Context: an optimization exercise on an open-source flow, tuned for small area. The choices shown serve that exercise and are no tape-out recipe.
Only simulation tests tie the RTL to the original design; equivalence was not proved.
No driver is modelled on the clock port, so clocking that relies on it looks cheaper here than on a real chip.
No activity file was given, so power comes from the tool's default toggle rates.

## juniper
==> flow/design.v <==
module top(
    input clk,
    input rst,
    input spi_miso,
    output uart_tx,
    output spi_clk,
    output spi_cs,
    output spi_mosi,
    output led_green,
    output led_blue
);
    reg [5:0] p;     
    reg [2:0] s;     
    reg [4:0] u;     
    localparam [5:0] P24 = 6'd48, P49 = 6'd9;    
    localparam [4:0] U12 = 5'd5,  U24 = 5'd20;   
    wire pt   = (p == P49);
    wire rise = pt & (s == 3'd3);               
    wire tick = (p == P24) & (u == U12);        
    wire oclk = s[2];                           
    always @(posedge clk) begin
        if (rst || pt)
            p <= 6'd0;
        else
            p <= {p[4:0], ~(p[5] ^ p[4])};
    end
    always @(posedge clk) begin
        if (rst) begin
            s <= 3'd0;
            u <= 5'd0;
        end else if (pt) begin
            s <= s + 3'd1;
            u <= (u == U24) ? 5'd0 : {u[3:0], ~(u[4] ^ u[2])};
        end
    end
    localparam PRE = 3'b000, INIT1 = 3'b100, INIT2 = 3'b101, GAP = 3'b001,
               READ1 = 3'b110, READ2 = 3'b111, UART = 3'b010;
    reg [2:0] sg;
    reg [4:0] j;
    reg       r1;    
    reg [3:0] b;     
    wire intr      = sg[2];                      
    wire uart      = (sg == UART);
    wire frame_end = tick & (b == 4'd15);
    wire jump      = rise && intr && j == 5'd17;
    wire advance   = (rise && j == 5'd31) ||
                     (jump && sg[0]) ||
                     (uart && frame_end && j == 5'd30);
    always @(posedge clk) begin
        if (rst) begin
            sg <= PRE;
            j <= 5'd30;
        end else begin
            if (jump) begin
                case (sg[1:0])
                    2'b00:   j <= r1 ? 5'd31 : 5'd21;    
                    2'b01:   j <= 5'd11;                 
                    2'b10:   j <= 5'd31;                 
                    default: j <= 5'd28;                 
                endcase
            end else if (uart ? frame_end : rise)
                j <= j + 5'd1;
            if (advance)
                case (sg)
                    PRE:     sg <= INIT1;
                    INIT1:   sg <= INIT2;
                    INIT2:   sg <= GAP;
                    GAP:     sg <= READ1;
                    READ1:   sg <= READ2;
                    READ2:   sg <= UART;
                    default: sg <= PRE;
                endcase
        end
    end
    always @(posedge clk) begin
        if (rst)
            r1 <= 1'b1;
        else if (frame_end && uart && j == 5'd28)
            r1 <= 1'b0;
    end
    wire clr = (sg == PRE) && (j == 5'd30);     
    function [15:0] frame(input [1:0] t);
        case (t)
            2'd0: frame = 16'h3101;
            2'd1: frame = 16'h2D08;
            2'd2: frame = 16'hB200;
            default: frame = 16'hB300;
        endcase
    endfunction
    wire [1:0] tr = sg[1:0];
    reg mosi;
    always @(posedge clk) begin
        if (rst)
            mosi <= 1'b0;
        else if (pt && s == 3'd7 && intr && j <= 5'd15)
            mosi <= frame(tr) >> (5'd15 - j);
    end
    assign spi_mosi = mosi;
    assign spi_cs   = ~(intr && j <= 5'd16);
    assign spi_clk  = ~(intr && j <= 5'd15 && !oclk);
    wire run = r1 | uart;
    always @(posedge clk) begin
        if (rst)
            b <= 4'd0;
        else if (tick) begin
            if (b == 4'd0)
                b <= run ? 4'd6 : 4'd0;
            else
                b <= b + 4'd1;
        end
    end
    reg [15:0] sum;
    wire data_bit = r1 ? 1'b0 :
                    (j == 5'd28) ? (b[0] & ~b[2]) :      
                    sum[8];
    assign uart_tx = b[3] ? data_bit : (b != 4'd7);
    wire urot = tick && b[3] && uart && j != 5'd28;
    reg  [12:0] d;       
    reg  [2:0]  r;       
    reg         pend;    
    reg         blue, green;
    wire bits = rise && j >= 5'd8 && j <= 5'd15;      
    wire rd1  = bits && sg == READ1 && j != 5'd15;    
    wire rd2  = bits && sg == READ2;                  
    wire rdq  = rd2 && j >= 5'd10;                    
    wire post = pt && sg == READ2 && j == 5'd16 && s != 3'd3;  
    wire       dvb = rd2 ? spi_miso : d[12];
    wire [3:0] r4  = {r, dvb};
    wire       qb  = (r4 >= 4'd5);
    wire [3:0] rn  = qb ? r4 - 4'd5 : r4;
    reg  [7:0] c;        
    reg        xpend, act;
    wire       xact = act && (c < 8'd13);
    always @(posedge clk) begin
        if (rd1)
            d <= {d[11:0], spi_miso};
        else if (rdq || post)
            d <= {d[11:0], qb};
        else if (xact)
            d <= {d[12], d[12:1]};
    end
    always @(posedge clk) begin
        if (rd2 || post)
            r <= rn[2:0];
        else if (sg != READ2)
            r <= 3'd0;
    end
    always @(posedge clk) begin
        if (rd2 && j == 5'd8)
            pend <= spi_miso;
    end
    reg [129:0] ring;
    always @(posedge clk) begin
        ring <= {ring[128:0], xact ? d[0] : (ring[129] & ~clr)};
    end
    always @(posedge clk) begin
        if (rst) begin
            c <= 8'd0;
            xpend <= 1'b0;
            act <= 1'b0;
        end else begin
            if (act && c == 8'd15)
                c <= 8'd3;
            else if (c == 8'd129)
                c <= 8'd0;
            else
                c <= c + 8'd1;
            if (rise && sg == READ2 && j == 5'd16)
                xpend <= 1'b1;
            else if (c == 8'd129)
                xpend <= 1'b0;
            if (xpend && c == 8'd129)
                act <= 1'b1;
            else if (c == 8'd15)
                act <= 1'b0;
        end
    end
    reg  bw, cy;
    wire nb  = xact & d[0];
    wire ob  = xact & ring[129];
    wire db  = nb ^ ob ^ bw;
    wire sb  = sum[0] ^ db ^ cy;
    always @(posedge clk) begin
        if (act) begin
            bw <= (~nb & ob) | (~(nb ^ ob) & bw);
            cy <= (sum[0] & db) | (cy & (sum[0] ^ db));
        end else begin
            bw <= 1'b0;
            cy <= 1'b0;
        end
    end
    always @(posedge clk) begin
        if (act)
            sum <= {sb, sum[15:1]};
        else if (urot)
            sum <= {sum[0], sum[15:1]};
        else if (clr)
            sum <= {1'b0, sum[15:1]};
    end
    always @(posedge clk) begin
        if (rst) begin
            blue <= 1'b0;
            green <= 1'b0;
        end else if (uart) begin
            blue <= pend;
            if (j == 5'd28 && p != 6'd0)
                green <= (sum >= 16'd36) && (sum <= 16'd65500);
        end
    end
    assign led_blue  = blue;
    assign led_green = green;
endmodule
clock: 30.0 ns
lec_check: 0
cap_margin: 20
core_margin: 2
core_utilization: 70
slew_margin: 20
standard.sh (not shown) runs the stock make flow with config.mk's settings and CLKGATE_MAP_FILE= SYNTH_SCRIPT=/design/flow/synth_recipe.tcl, a recipe that flattens the netlist after the stock synthesis.
==> flow/flow/run.sh <==
#!/bin/bash
# Layout flow: the standard ORFS flow with these changes:
#  - synthesis maps the logic for area (flow/synth.tcl); registers unchanged,
#  - clock tree synthesis without dummy loads and with larger sink clusters,
#  - the smallest buffer on the ports,
#  - cells on paths with slack downsized after clock tree synthesis.
# Each tool's output goes to the ORFS logs under orfs/logs; make's own output
# goes to synth_make.log and flow_make.log in the work folder.
set -euo pipefail
work=$(pwd)
here=$(cd "$(dirname "$0")" && pwd)
export CTS_ARGS="-sink_clustering_enable -repair_clock_nets -dont_use_dummy_load -sink_clustering_size 36 -sink_clustering_max_diameter 70"
export BUFFER_PORTS_ARGS="-buffer_cell sky130_fd_sc_hd__buf_1"
export POST_CTS_TCL="$here/post_cts.tcl"
make -C "$FLOW_HOME" DESIGN_CONFIG="$work/config.mk" WORK_HOME="$work/orfs" \
  CLKGATE_MAP_FILE= SYNTH_SCRIPT="$here/synth.tcl" synth > synth_make.log 2>&1
bash standard.sh finish > flow_make.log 2>&1
==> flow/flow/post_cts.tcl <==
# Downsize cells wherever the timing slack allows, then legalize again.
estimate_parasitics -placement
repair_timing -recover_power 100
detailed_placement
check_placement -verbose
==> flow/flow/synth.tcl <==
# The standard synthesis (synth_recipe.tcl), with one change: the logic is
# mapped by ABC with an area-oriented script, and adders are left to ABC
# instead of being mapped to adder cells first.  Registers are untouched.
proc synth {args} { yosys synth -nofsm -noshare {*}$args }
proc abc {args} {
  set out {}
  set skip 0
  foreach a $args {
    if {$skip} { set skip 0; continue }
    if {[lsearch {-script -D -constr} $a] >= 0} { set skip 1; continue }
    lappend out $a
  }
  yosys abc {*}$out -script "+strash;dc2;dch,-f;map,-a;mfs2;strash;dch,-f;map,-a"
}
set ::env(ADDER_MAP_FILE) ""
source $::env(SCRIPTS_DIR)/synth.tcl
# left out here: clear keep_hierarchy, flatten, clean up, hide names made inside functions, write 1_2_yosys.v
juniper | status: complete | timing, DRC, antenna: pass
Modified inputs, zinc compared to juniper
# juniper
export LEC_CHECK = 0
export CAP_MARGIN = 20
export CORE_MARGIN = 2
export CORE_UTILIZATION = 70
export SLEW_MARGIN = 20
create_clock -name core_clock -period 30.0 [get_ports {clk}]
# zinc
export LEC_CHECK = 0
export CAP_MARGIN = 20
export CORE_MARGIN = 2
export CORE_UTILIZATION = 85
export SLEW_MARGIN = 20
create_clock -name core_clock -period 30.0 [get_ports {clk}]
==> flow/flow/run.sh <==
#!/bin/bash
# Layout flow: the standard ORFS flow (standard synthesis unchanged) with
#  - clock tree synthesis without dummy loads and with larger sink clusters,
#  - the smallest buffer on the ports,
#  - cells on paths with slack downsized after clock tree synthesis.
# Each tool's output goes to the ORFS logs under orfs/logs; make's own output
# goes to flow_make.log in the work folder.
set -euo pipefail
here=$(cd "$(dirname "$0")" && pwd)
export CTS_ARGS="-sink_clustering_enable -repair_clock_nets -dont_use_dummy_load -sink_clustering_size 30 -sink_clustering_max_diameter 100"
export BUFFER_PORTS_ARGS="-buffer_cell sky130_fd_sc_hd__buf_1"
export POST_CTS_TCL="$here/post_cts.tcl"
bash standard.sh finish > flow_make.log 2>&1
removed: flow/flow/synth.tcl
- 3_5_place_dp: zinc exited with error
- juniper finished every stage and its layout cleared the timing, design-rule and antenna checks.
- Simple logic cell fraction of the synthesized area (lower): zinc
- Comparing juniper and zinc, the higher post-detailed-placement half-perimeter wirelength was measured on zinc.
- The area after synthesis in zinc sits about 10% above the value recorded for juniper.
- NOTE placer's final routability congestion estimate juniper->zinc increased slightly
- Adder and majority cell fraction of the synthesized area was higher in zinc than in juniper.
- Between juniper and zinc, the flow reports cell count after synthesis decreasing by a few percent.
- Compared with juniper, zinc shows a initial core utilization that is 17 points higher.
- In the metrics for juniper and zinc, the one carrying the lower number of rows created at floorplan is zinc.
What fjord does differently from zinc at the input level:
# zinc
export LEC_CHECK = 0
export CAP_MARGIN = 20
export CORE_MARGIN = 2
export CORE_UTILIZATION = 85
export SLEW_MARGIN = 20
create_clock -name core_clock -period 30.0 [get_ports {clk}]
# fjord
export LEC_CHECK = 0
export CAP_MARGIN = 20
export CORE_MARGIN = 2
export CORE_UTILIZATION = 70
export SLEW_MARGIN = 20
create_clock -name core_clock -period 30.0 [get_ports {clk}]
==> flow/flow/run.sh <==
#!/bin/bash
# Layout flow: the standard ORFS flow with these changes:
#  - synthesis maps the logic for area (flow/synth.tcl); registers unchanged,
#  - clock tree synthesis without dummy loads and with larger sink clusters,
#  - the smallest buffer on the ports,
#  - cells on paths with slack downsized after clock tree synthesis.
# Each tool's output goes to the ORFS logs under orfs/logs; make's own output
# goes to synth_make.log and flow_make.log in the work folder.
set -euo pipefail
work=$(pwd)
here=$(cd "$(dirname "$0")" && pwd)
export CTS_ARGS="-sink_clustering_enable -repair_clock_nets -dont_use_dummy_load -sink_clustering_size 36 -sink_clustering_max_diameter 80"
export BUFFER_PORTS_ARGS="-buffer_cell sky130_fd_sc_hd__buf_1"
export POST_CTS_TCL="$here/post_cts.tcl"
make -C "$FLOW_HOME" DESIGN_CONFIG="$work/config.mk" WORK_HOME="$work/orfs" \
  CLKGATE_MAP_FILE= SYNTH_SCRIPT="$here/synth.tcl" synth > synth_make.log 2>&1
bash standard.sh finish > flow_make.log 2>&1
==> flow/flow/synth.tcl (new file) <==
# The standard synthesis (synth_recipe.tcl), with one change: the logic is
# mapped by ABC with an area-oriented script, and adders are left to ABC
# instead of being mapped to adder cells first.  Registers are untouched.
proc synth {args} { yosys synth -nofsm -noshare {*}$args }
proc abc {args} {
  set out {}
  set skip 0
  foreach a $args {
    if {$skip} { set skip 0; continue }
    if {[lsearch {-script -D -constr} $a] >= 0} { set skip 1; continue }
    lappend out $a
  }
  yosys abc {*}$out -script "+strash;dc2;dch,-f;map,-a;mfs2;strash;dch,-f;map,-a"
}
set ::env(ADDER_MAP_FILE) ""
source $::env(SCRIPTS_DIR)/synth.tcl
# left out here: clear keep_hierarchy, flatten, clean up, hide names made inside functions, write 1_2_yosys.v
## What came out
fjord completed every stage of the flow, and the final layout passed the timing, design-rule and antenna checks. Reported for zinc and fjord, number of top-level pins turned out identical to the last digit. Summary — adder-cell share of the synthesized area, fjord relative to zinc: lower, by 5.1 points. Die height, zinc and fjord: smaller value in zinc. What zinc reported for summed instance area of the synthesized netlist has to be multiplied by 0.910 to get the figure for fjord. zinc -> fjord: average cell area after synthesis decreased by more than 10%.
The following lists how willow was set up differently from fjord:
# fjord
export LEC_CHECK = 0
export CAP_MARGIN = 20
export CORE_MARGIN = 2
export CORE_UTILIZATION = 70
export SLEW_MARGIN = 20
create_clock -name core_clock -period 30.0 [get_ports {clk}]
# willow
export LEC_CHECK = 0
export CAP_MARGIN = 20
export CORE_MARGIN = 2
export CORE_UTILIZATION = 60
export SLEW_MARGIN = 20
create_clock -name core_clock -period 30.0 [get_ports {clk}]
diff --git a/flow/flow/run.sh b/flow/flow/run.sh
--- a/flow/flow/run.sh
+++ b/flow/flow/run.sh
@@ -11,3 +11,3 @@
 here=$(cd "$(dirname "$0")" && pwd)
-export CTS_ARGS="-sink_clustering_enable -repair_clock_nets -dont_use_dummy_load -sink_clustering_size 36 -sink_clustering_max_diameter 80"
+export CTS_ARGS="-sink_clustering_enable -repair_clock_nets -dont_use_dummy_load -sink_clustering_size 30 -sink_clustering_max_diameter 100"
 export BUFFER_PORTS_ARGS="-buffer_cell sky130_fd_sc_hd__buf_1"
[summary]
Proportion of cell area occupied by registers down 0.68 points in willow wrt fjord
Going from fjord to willow, share of total power in the clock network higher, final area went up about 1%.
The final critical path time including I/O delays and setup in willow was lower than what fjord gave.
Setup WNS fjord -> willow: better
Diff fjord..willow | required time of the critical path | negligible
willow: clock buffer count in the final layout is 1 higher than what fjord reported.
Wire: willow routes less than fjord
Lower post-route fraction of the period consumed by the critical path goes to willow over fjord.
Compared with fjord, willow instantiates a larger number of standard cells.
Between willow and fjord, the difference in switching share of total power is negligible.
--- input diff willow..maple ---
# willow
export LEC_CHECK = 0
export CAP_MARGIN = 20
export CORE_MARGIN = 2
export CORE_UTILIZATION = 60
export SLEW_MARGIN = 20
create_clock -name core_clock -period 30.0 [get_ports {clk}]
# maple
export LEC_CHECK = 0
export CAP_MARGIN = 20
export CORE_MARGIN = 2
export CORE_UTILIZATION = 70
export SLEW_MARGIN = 20
create_clock -name core_clock -period 30.0 [get_ports {clk}]
diff --git a/flow/flow/run.sh b/flow/flow/run.sh
--- a/flow/flow/run.sh
+++ b/flow/flow/run.sh
@@ -11,3 +11,3 @@
 here=$(cd "$(dirname "$0")" && pwd)
-export CTS_ARGS="-sink_clustering_enable -repair_clock_nets -dont_use_dummy_load -sink_clustering_size 30 -sink_clustering_max_diameter 100"
+export CTS_ARGS="-sink_clustering_enable -repair_clock_nets -dont_use_dummy_load -sink_clustering_size 34 -sink_clustering_max_diameter 80"
 export BUFFER_PORTS_ARGS="-buffer_cell sky130_fd_sc_hd__buf_1"
--- outcome ---
maple: core utilization 11 points above willow. For peak supply drop, dividing the value from willow by the value from maple gives 0.889. Compared with willow, maple shows cell count lower by 28. Total power draw delta (willow -> maple): insignificant. [diff] max-slew headroom at the worst pin, maple relative to willow: regression.

## separate check: timing with driven ports
Ports are ideal in the flow. The routed layouts listed here were re-timed in OpenROAD. Step 1, drivers: a clkbuf_16 drives clk and a buf_2 each remaining input, both assumed. Step 2 adds t to the input delays and takes it off the output delays; t is the mean of the earliest and latest rising clock arrival at the registers after step 1. Input paths then give back, and output paths get back, about the clock's delay inside the block. a / b / c = no drivers / after step 1 / after step 2; a / b = the first two.
run	t (ns)	setup WS [ns]	worst setup path at the end	cell pins on the clock port's net
juniper	0.489	21.770 / 21.739 / 22.156	input to register	1
fjord	0.489	21.770 / 21.738 / 22.193	input to register	1
willow	0.487	21.840 / 21.809 / 22.162	input to register	1
maple	0.487	21.759 / 21.728 / 22.161	input to register	1
After both steps setup and hold are still met in every run listed.
